This is an optimization exercise on Yosys and OpenROAD, whose aim is small area, not a production implementation.
At most, simulation tests tie the RTL to the original design; equivalence was not proved.

Design Snake, start of the top module:
module Snake (CLK_100MHz,Tick,Reset,Go,dir,gameOver,randX,randY,VBlank,HBlank,
              CurrentX,CurrentY,RED,GREEN,BLUE);
Size: about 5200 cells after synthesis, about 350 flip-flops, about 0.044 mm2 of cells after synthesis.
export LEC_CHECK = 0
export CAP_MARGIN = 20
export CORE_MARGIN = 2
export CORE_UTILIZATION = 40
export CTS_BUF_LIST = sky130_fd_sc_hd__clkbuf_4 sky130_fd_sc_hd__clkbuf_8
export CTS_CLUSTER_SIZE = 20
export GPL_TIMING_DRIVEN = 0
export SETUP_SLACK_MARGIN = 0.15
export SLEW_MARGIN = 20
create_clock -name core_clock -period 10.0 [get_ports {CLK_100MHz}]
standard.sh (not shown) runs the stock make flow with config.mk's settings and CLKGATE_MAP_FILE= SYNTH_SCRIPT=/design/flow/synth_recipe.tcl, a recipe that flattens the netlist after the stock synthesis.
==> flow/flow/run.sh <==
#!/bin/bash
# Own flow: the standard layout, with a synthesis that skips Yosys's full/half
# adder extraction (extract_fa) and maps with ABC's default area-recovering
# script.  Registers, their names and cell types are those of the standard
# synthesis (same RTL passes, same flop mapping); only the combinational
# mapping differs.
set -euo pipefail
W=$PWD
sed "s#SYNTH_SCRIPT=[^ ]*#SYNTH_SCRIPT=$W/flow/synth.tcl#" standard.sh > own_synth.sh
bash own_synth.sh synth > synth_make.log 2>&1
bash standard.sh > layout_make.log 2>&1
==> flow/flow/synth.tcl <==
# The standard synthesis script (synth_recipe.tcl) with two changes made by
# overriding commands: extract_fa does nothing, and abc maps with Yosys's
# default ABC script (no ORFS speed script, no delay target).
proc synth {args} { yosys synth -nofsm -noshare {*}$args }
proc extract_fa {args} { puts "own flow: extract_fa skipped" }
proc abc {args} {
  foreach k {-script -D} {
    set i [lsearch -exact $args $k]
    if {$i >= 0} { set args [lreplace $args $i [expr {$i + 1}]] }
  }
  puts "own flow: abc $args"
  yosys abc {*}$args
}
source $::env(SCRIPTS_DIR)/synth.tcl
# left out here: clear keep_hierarchy, flatten, clean up, hide names made inside functions, write 1_2_yosys.v
The starting point went through all stages and came out clean.
Rerun with:
--- a/flow/flow/synth.tcl
+++ b/flow/flow/synth.tcl
@@ -3 +3 @@
-# default ABC script (no ORFS speed script, no delay target).
+# default ABC script (no ORFS speed script, no delay target or drive constraints).
@@ -7 +7 @@
-  foreach k {-script -D} {
+  foreach k {-script -constr -D} {
--- a/flow/config.mk
+++ b/flow/config.mk
@@ -14 +14 @@
-export SETUP_SLACK_MARGIN = 0.15
+export SETUP_SLACK_MARGIN = 0.3
What happened: The new run finished with timing, DRC and antenna clean; setup slack is better by 0.088 ns; utilization is higher by 2.5 points; area after synthesis is lower by 2.5%; register-to-register slack is better by 0.21 ns; maximum frequency is higher by 0.91%.
Rerun with:
--- a/flow/config.mk
+++ b/flow/config.mk
@@ -14 +14 @@
-export SETUP_SLACK_MARGIN = 0.3
+export SETUP_SLACK_MARGIN = 0.08
What happened: Global-route usage climbs by 0.12 points. Cell area drops by a few percent. First-iteration DRC count climbs by a few percent.
No run of this note included a check of the RTL's function; only the layout flow was run.


Another version of the RTL of Snake (not shown whole).
Size: roughly 350 flip-flops.
==> flow/config.mk <==
export PLATFORM = sky130hd
export DESIGN_NAME = Snake
export DESIGN_NICKNAME = Snake
export VERILOG_FILES = /design/flow/design.v
export SDC_FILE = /design/flow/constraint.sdc
export NUM_CORES = 8
export LEC_CHECK = 0
export CAP_MARGIN = 20
export CORE_MARGIN = 2
export CORE_UTILIZATION = 40
export CTS_BUF_LIST = sky130_fd_sc_hd__clkbuf_2 sky130_fd_sc_hd__clkbuf_4 sky130_fd_sc_hd__clkbuf_8
export CTS_CLUSTER_DIAMETER = 50
export CTS_CLUSTER_SIZE = 20
export GPL_TIMING_DRIVEN = 0
export SETUP_SLACK_MARGIN = 0.15
export SLEW_MARGIN = 20
==> flow/constraint.sdc <==
create_clock -name core_clock -period 10.0 [get_ports {CLK_100MHz}]
set_input_delay 2.0000 -clock core_clock [delete_from_list [all_inputs] [get_ports {CLK_100MHz}]]
set_output_delay 2.0000 -clock core_clock [all_outputs]
set_load 0.01 [all_outputs]
==> flow/flow/synth.tcl <==
# The standard synthesis script (synth_recipe.tcl) with two changes made by
# overriding commands: extract_fa does nothing, and abc maps with Yosys's
# default ABC script (no ORFS speed script, no delay target).
proc synth {args} { yosys synth -nofsm -noshare {*}$args }
proc extract_fa {args} { puts "own flow: extract_fa skipped" }
proc abc {args} {
  foreach k {-script -D} {
    set i [lsearch -exact $args $k]
    if {$i >= 0} { set args [lreplace $args $i [expr {$i + 1}]] }
  }
  puts "own flow: abc $args"
  yosys abc {*}$args
}
source $::env(SCRIPTS_DIR)/synth.tcl
# left out here: clear keep_hierarchy, flatten, clean up, hide names made inside functions, write 1_2_yosys.v
Scripts as last shown in full above: flow/flow/run.sh
Rerun with:
- CTS_BUF_LIST: sky130_fd_sc_hd__clkbuf_2 sky130_fd_sc_hd__clkbuf_4 sky130_fd_sc_hd__clkbuf_8 -> sky130_fd_sc_hd__clkbuf_4 sky130_fd_sc_hd__clkbuf_8
- CTS_CLUSTER_DIAMETER: 50 -> 60
- CTS_CLUSTER_SIZE: 20 -> 30
- PLACE_DENSITY: default -> 0.72
Effect: The changed run ran to the end with no violations; global-route usage came out lower by 1.3 points; wire length goes down by a few percent; maximum frequency barely changes; design area drops slightly.
Rerun with:
- CTS_CLUSTER_SIZE: 30 -> 40
- PLACE_DENSITY: 0.72 -> default
The new run went through all stages and came out clean; hold slack improves by 11 ps; non-clock buffer count rose by 19; area after synthesis does not change; routed wire length increases by a few percent; cell area increases slightly; setup slack gains 36 ps; flip-flop and latch count does not change; clock skew drops by 51 ps; via count went down slightly; die area stays the same.
Rerun with:
- CTS_BUF_LIST: sky130_fd_sc_hd__clkbuf_4 sky130_fd_sc_hd__clkbuf_8 -> sky130_fd_sc_hd__clkbuf_8 sky130_fd_sc_hd__clkbuf_16
- CTS_CLUSTER_DIAMETER: 60 -> 80
Die area stays the same.
Clock-buffer cell count decreases by 29.
Critical path depth decreases by 2.
Routed wire length decreases by 0.77%.
Core utilization increases by 0.24 points.
Clock skew decreases by 23 ps.
Fmax barely changes.
Final cell count decreases by 0.33%.


The RTL this note starts from:
==> flow/design.v <==
module Snake (CLK_100MHz,Tick,Reset,Go,dir,gameOver,randX,randY,VBlank,HBlank,
              CurrentX,CurrentY,RED,GREEN,BLUE);
    input CLK_100MHz, Tick, Reset, VBlank, HBlank, Go;
    input [10:0] randX, randY, CurrentX, CurrentY;
    input [1:0] dir;
    output reg gameOver;
    output [3:0] RED, GREEN, BLUE;
    reg        r_q, g_q, b_q;
    assign RED   = {4{r_q}};
    assign GREEN = {4{g_q}};
    assign BLUE  = {4{b_q}};
    reg  [8:0]   hx, hy;            
    reg  [8:0]   ancx [1:2];        
    reg  [8:0]   ancy [1:2];
    reg  [127:1] sa, sb;            
    reg  [6:0]   nvalid;            
    reg  [4:0]   sz;                
    reg  [10:0]  appleX, appleY;
    reg          pause, zflag;
    reg  [1:0]   ldir;
    wire [10:0] cx = CurrentX, cy = CurrentY;
    wire border = (cx <= 20) || (cx >= 780) || (cy <= 20) || (cy >= 580);
    wire [11:0] adx = {1'b0, cx} + {1'b1, ~appleX};
    wire [11:0] ady = {1'b0, cy} + {1'b1, ~appleY};
    wire apple  = (adx < 12'd19) && (ady < 12'd19);
    wire box00  = (cx != 0) && (cx < 20) && (cy != 0) && (cy < 20);
    wire [8:0] cqx = cx[10:2], cqy = cy[10:2];
    wire lox = (cx[1:0] == 2'b00), loy = (cy[1:0] == 2'b00);
    wire [4:0] rokx, roky;
    genvar r;
    generate
        for (r = 0; r < 5; r = r + 1) begin : rk
            assign rokx[r] = (r >= 1 || !lox) && (cqx >= r);
            assign roky[r] = (r >= 1 || !loy) && (cqy >= r);
        end
    endgenerate
    wire [8:0] zsx, zcx_, zsy, zcy_;
    Snake_csa5 mx(.c(cqx), .s(zsx), .k(zcx_));
    Snake_csa5 my(.c(cqy), .s(zsy), .k(zcy_));
    wire [2:0] okx, oky, hitx, hity;
    wire [6:0] ex [0:2];
    wire [6:0] ey [0:2];
    genvar m, i, q;
    localparam LW = 3;           
    localparam LL = 1 << LW;
    localparam NL = 16 / LL;
    generate
        for (m = 0; m < 3; m = m + 1) begin : big
            wire [8:0] axm, aym;
            if (m == 0) begin : h
                assign axm = hx;
                assign aym = hy;
            end else begin : a
                assign axm = ancx[m];
                assign aym = ancy[m];
            end
            Snake_axis ax_(.zs(zsx), .zk(zcx_), .za(axm), .rok(rokx), .ok(okx[m]), .e(ex[m]), .h(hitx[m]));
            Snake_axis ay_(.zs(zsy), .zk(zcy_), .za(aym), .rok(roky), .ok(oky[m]), .e(ey[m]), .h(hity[m]));
        end
    endgenerate
    wire [6:0] size = {sz, 2'b11};
    wire [6:0] lim = (size < nvalid) ? size : nvalid;
    wire [4:0] ea [0:7];            
    wire [4:0] eb [0:7];
    wire [5:0] offa [0:7];          
    wire [5:0] offb [0:7];
    wire [7:0] sub_any;             
    wire head;
    generate
        for (m = 0; m < 8; m = m + 1) begin : sub
            localparam BIG = m / 3;
            if (m % 3 == 0) begin : o0
                assign offa[m] = 6'd0;
                assign offb[m] = 6'd0;
            end else begin : o1
                assign offa[m] = offa[m-1] + {ea[m-1][4], ea[m-1]};
                assign offb[m] = offb[m-1] + {eb[m-1][4], eb[m-1]};
            end
            wire [8:0] sA = {2'b00, ex[BIG]} + {2'b00, ey[BIG]} + {offa[m][5], offa[m][5], offa[m], 1'b0} - 9'd78;
            wire [8:0] sB = {2'b00, ey[BIG]} - {2'b00, ex[BIG]} + 9'd15 - {offb[m][5], offb[m][5], offb[m], 1'b0};
            wire rin = (sA[8:5] == 4'd0) && (sB[8:5] == 4'd0);
            wire ok = okx[BIG] && oky[BIG] && rin;
            wire pi = sA[0];
            wire [3:0] ta = sA[4:1];
            wire [3:0] tb = sB[4:1];
            wire [15:0] mt;             
            wire [4:0] la [0:NL];       
            wire [4:0] lb [0:NL];       
            assign la[0] = 5'd0;
            assign lb[0] = 5'd0;
            for (q = 0; q < NL; q = q + 1) begin : lf
                localparam S = LL*q;
                wire [LW-1:0] ga [0:LL-1];
                wire [LW-1:0] gb [0:LL-1];
                assign ga[0] = LL/2;
                assign gb[0] = LL/2 - 1;
                for (i = 1; i < LL; i = i + 1) begin : e
                    assign ga[i] = ga[i-1] - {{(LW-1){1'b0}}, sa[16*m+S+i]} + ((i % 2 == 0) ? 1 : 0);
                    assign gb[i] = gb[i-1] + {{(LW-1){1'b0}}, sb[16*m+S+i]} - ((i % 2 == 0) ? 1 : 0);
                end
                wire [4:0] tA = {1'b0, ta} + la[q] + (LL/2 - 8);
                wire [4:0] tB = {1'b0, tb} - lb[q] + (LL/2 - 8);
                wire lok = (tA < LL) && (tB < LL);
                for (i = 0; i < LL; i = i + 1) begin : c
                    if (m == 0 && S + i == 0) begin : hd
                        assign mt[0] = 1'b0;
                    end else begin : b
                        assign mt[S+i] = lok && (ga[i] == tA[LW-1:0]) && (gb[i] == tB[LW-1:0]) &&
                                         (16*m + S + i <= lim);
                    end
                end
                if (16*m + S + LL <= 127) begin : nx
                    assign la[q+1] = la[q] + (LL/2 - 1) - ga[LL-1] + sa[16*m+S+LL];
                    assign lb[q+1] = lb[q] + gb[LL-1] - (LL/2 - 1) - 1 + sb[16*m+S+LL];
                end else begin : nn
                    assign la[q+1] = 5'd0;
                    assign lb[q+1] = 5'd0;
                end
            end
            assign ea[m] = la[NL];
            assign eb[m] = lb[NL];
            wire even_any = |{mt[14], mt[12], mt[10], mt[8], mt[6], mt[4], mt[2], mt[0]};
            wire odd_any  = |{mt[15], mt[13], mt[11], mt[9], mt[7], mt[5], mt[3], mt[1]};
            assign sub_any[m] = ok && (pi ? odd_any : even_any);
            if (m == 0) begin : hd
                assign head = hitx[0] && hity[0];
            end
        end
    endgenerate
    wire snake = (|sub_any) | ((size > nvalid) && box00);
    wire restart = Reset || gameOver;
    wire eat = apple && head;
    wire zload = Reset || (Tick && zflag);
    wire [8:0] nhx = hx + ((ldir == 2'd1) ? 9'd1 : (ldir == 2'd3) ? 9'd511 : 9'd0);
    wire [8:0] nhy = hy + ((ldir == 2'd2) ? 9'd1 : (ldir == 2'd0) ? 9'd511 : 9'd0);
    wire na = (ldir == 2'd1) || (ldir == 2'd2);
    wire nb = (ldir == 2'd1) || (ldir == 2'd0);
    always @(posedge CLK_100MHz) begin
        ldir <= dir;
        if (restart) begin
            pause <= 1'b1;
            zflag <= 1'b1;
        end else begin
            if (Go) pause <= 1'b0;
            if (!pause) zflag <= 1'b0;
        end
        if (eat) begin
            appleX <= randX;
            appleY <= randY;
            if (sz != 5'd31) sz <= sz + 5'd1;
        end else if (restart) begin
            appleX <= 11'd400;
            appleY <= 11'd300;
            sz <= 5'd0;
        end
        gameOver <= !Reset && head && (border || snake);
        if (zload) begin
            hx <= 9'd5;       
            hy <= 9'd25;      
            nvalid <= 7'd0;
        end else if (Tick) begin
            hx <= nhx;
            hy <= nhy;
            if (nvalid != 7'd127) nvalid <= nvalid + 7'd1;
        end
        if (Tick) begin
            sa <= {sa[126:1], na};
            sb <= {sb[126:1], nb};
        end
        if (VBlank || HBlank) begin
            r_q <= 1'b0; g_q <= 1'b0; b_q <= 1'b0;
        end else begin
            r_q <= apple && !snake;
            g_q <= (head || snake) && !border;
            b_q <= border;
        end
    end
    generate
        for (m = 1; m < 3; m = m + 1) begin : anc
            wire a_ = sa[48*m], b_ = sb[48*m];
            wire xs = (a_ == b_);
            wire [8:0] ux = ancx[m] + (xs ? (a_ ? 9'd1 : 9'd511) : 9'd0);
            wire [8:0] uy = ancy[m] + (!xs ? (a_ ? 9'd1 : 9'd511) : 9'd0);
            wire v = (nvalid >= 48*m);
            always @(posedge CLK_100MHz)
                if (Tick) begin
                    ancx[m] <= v ? ux : 9'd5;
                    ancy[m] <= v ? uy : 9'd25;
                end
        end
    endgenerate
endmodule
module Snake_csa5(c, s, k);
    input  [8:0] c;
    output [8:0] s, k;
    wire [8:0] p0 = c, p1 = {c[6:0], 2'b0}, p2 = {c[5:0], 3'b0},
               p3 = {c[2:0], 6'b0}, p4 = {c[1:0], 7'b0};
    wire [8:0] s1 = p0 ^ p1 ^ p2;
    wire [8:0] k1 = {((p0 & p1) | (p0 & p2) | (p1 & p2)), 1'b0};
    wire [8:0] s2 = s1 ^ p3 ^ p4;
    wire [8:0] k2 = {((s1 & p3) | (s1 & p4) | (p3 & p4)), 1'b0};
    assign s = s2 ^ k1 ^ k2;
    assign k = {((s2 & k1) | (s2 & k2) | (k1 & k2)), 1'b0};
endmodule
module Snake_axis(zs, zk, za, rok, ok, e, h);
    input  [8:0] zs, zk, za;
    input  [4:0] rok;
    output ok;
    output [6:0] e;
    output h;                       
    wire [8:0] d = zs + zk - za;
    wire ge56 = (d >= 9'd56), ge158 = (d >= 9'd158), ge261 = (d >= 9'd261),
         ge363 = (d >= 9'd363), ge465 = (d >= 9'd465);
    wire s3 = rok[3] &&  ge56  && !ge158;
    wire s1 = rok[1] &&  ge158 && !ge261;
    wire s4 = rok[4] &&  ge261 && !ge363;
    wire s2 = rok[2] &&  ge363 && !ge465;
    wire s0 = rok[0] && (ge465 || !ge56);
    assign ok = s0 | s1 | s2 | s3 | s4;
    wire [6:0] k = ({7{s0}} & 7'd47) | ({7{s1}} & 7'd98) | ({7{s2}} & 7'd21) |
                   ({7{s3}} & 7'd72) | ({7{s4}} & 7'd123);
    assign e = d[6:0] + k;
    assign h = (rok[0] && d == 9'd0) || (rok[1] && d == 9'd205) || (rok[2] && d == 9'd410) ||
               (rok[3] && d == 9'd103) || (rok[4] && d == 9'd308);
endmodule
export LEC_CHECK = 0
export CAP_MARGIN = 0
export CORE_MARGIN = 2
export CORE_UTILIZATION = 40
export CTS_BUF_LIST = sky130_fd_sc_hd__clkbuf_4 sky130_fd_sc_hd__clkbuf_8
export CTS_CLUSTER_DIAMETER = 60
export CTS_CLUSTER_SIZE = 30
export GPL_ROUTABILITY_DRIVEN = 0
export GPL_TIMING_DRIVEN = 0
export PLACE_DENSITY = 0.72
export SETUP_SLACK_MARGIN = 0.15
export SLEW_MARGIN = 0
create_clock -name core_clock -period 10.0 [get_ports {CLK_100MHz}]
Scripts as last shown in full above: flow/flow/run.sh, flow/flow/synth.tcl
The baseline produced a clean layout.
Edit:
CAP_MARGIN = 20   (was 0)
GPL_TIMING_DRIVEN = 1   (was 0)
SLEW_MARGIN = 20   (was 0)
After rerunning: Register-to-register slack is better by 0.07 ns. Setup slack is better by 0.095 ns. Design area came out higher by 5.1%. Via count came out higher by about 3.5%. Routed wire length came out higher by about 3%.
Edit:
GPL_TIMING_DRIVEN = 0   (was 1)
SETUP_SLACK_MARGIN = 0.1   (was 0.15)
After rerunning: Core utilization is lower by 2.3 points. Final cell count came out lower by about 7%. Via count falls by about 4%. Clock-buffer cell count goes down by 4. Routed wire length drops by about 2.8%. Design area drops by about 4.5%. Die area stays the same. Sequential share of layout area goes up by 0.94 points. Synthesized cell count stays the same.
Edit:
GPL_ROUTABILITY_DRIVEN = not set   (was 0)
SETUP_SLACK_MARGIN = 0.15   (was 0.1)
Result: First-iteration DRC count falls by a few percent. Die area is unchanged. Setup slack improved by 0.068 ns. Maximum frequency went up slightly. Sequential share of layout area fell by 0.21 points. Register-to-register slack got worse by 0.07 ns. Critical path depth goes down by 1. Core utilization came out higher by 0.48 points.
Edit:
GPL_ROUTABILITY_DRIVEN = 0   (was not set)
- The changed run completed without violations
- non-clock buffer count fell by 75
- sequential share of layout area rose by 0.36 points
- count of clock-buffer cells in the layout rose by 3
- via count fell by 0.70%
- core utilization fell by 0.84 points
- design area fell by 1.7%
- maximum frequency fell by 0.32%
- hold slack gains 0.0085 ns
- wire length fell by 1.7%
- global-route usage fell by 0.56 points

[what the ideal ports hide]
Ports are ideal in the flow. The routed layouts listed here were re-timed in OpenROAD. Step 1, drivers: a clkbuf_16 drives CLK_100MHz and a buf_2 each remaining input, both assumed. Step 2 moves the port delays by t, midway between the first and last clock arrival at a register: inputs arrive t later, outputs are due t later. That takes back most of the time a late clock gives input paths. a / b / c = ideal ports / drivers / drivers and shift; a / b = the first two.
run	shift t [ns]	setup WS [ns]	worst hold slack (ns)	worst setup path after step 2
the first run of note 1	0.784	0.208 / 0.243 / -0.541	0.453 / 0.453 / 0.453	input to register
the second run of note 1	0.802	0.297 / 0.200 / -0.603	0.440 / 0.440 / 0.440	input to register
the third run of note 1	0.788	0.207 / 0.121 / -0.667	0.447 / 0.447 / 0.447	input to register
the first run of note 2	0.789	0.231 / 0.271 / -0.518	0.440 / 0.440 / 0.440	input to register
the second run of note 2	0.806	0.232 / 0.257 / -0.549	0.443 / 0.443 / 0.443	input to register
the third run of note 2	0.829	0.268 / 0.307 / -0.521	0.453 / 0.453 / 0.453	input to register
the fourth run of note 2	0.741	0.267 / 0.320 / -0.421	0.450 / 0.450 / 0.450	input to register
the first run of note 3	0.779	0.183 / 0.207 / -0.572	0.453 / 0.453 / 0.453	input to register
the second run of note 3	0.765	0.278 / 0.322 / -0.443	0.456 / 0.456 / 0.456	input to register
the third run of note 3	0.732	0.172 / 0.207 / -0.524	0.465 / 0.465 / 0.465	input to register
the fourth run of note 3	0.785	0.240 / 0.249 / -0.536	0.454 / 0.454 / 0.454	input to register
the fifth run of note 3	0.784	0.209 / 0.222 / -0.562	0.462 / 0.462 / 0.462	input to register
With both steps, setup timing fails in every run listed, where it was met with ideal ports. For the second run of note 1, which loses most, drivers alone change the setup slack by -0.097 ns; drivers and shift together by -0.900 ns.
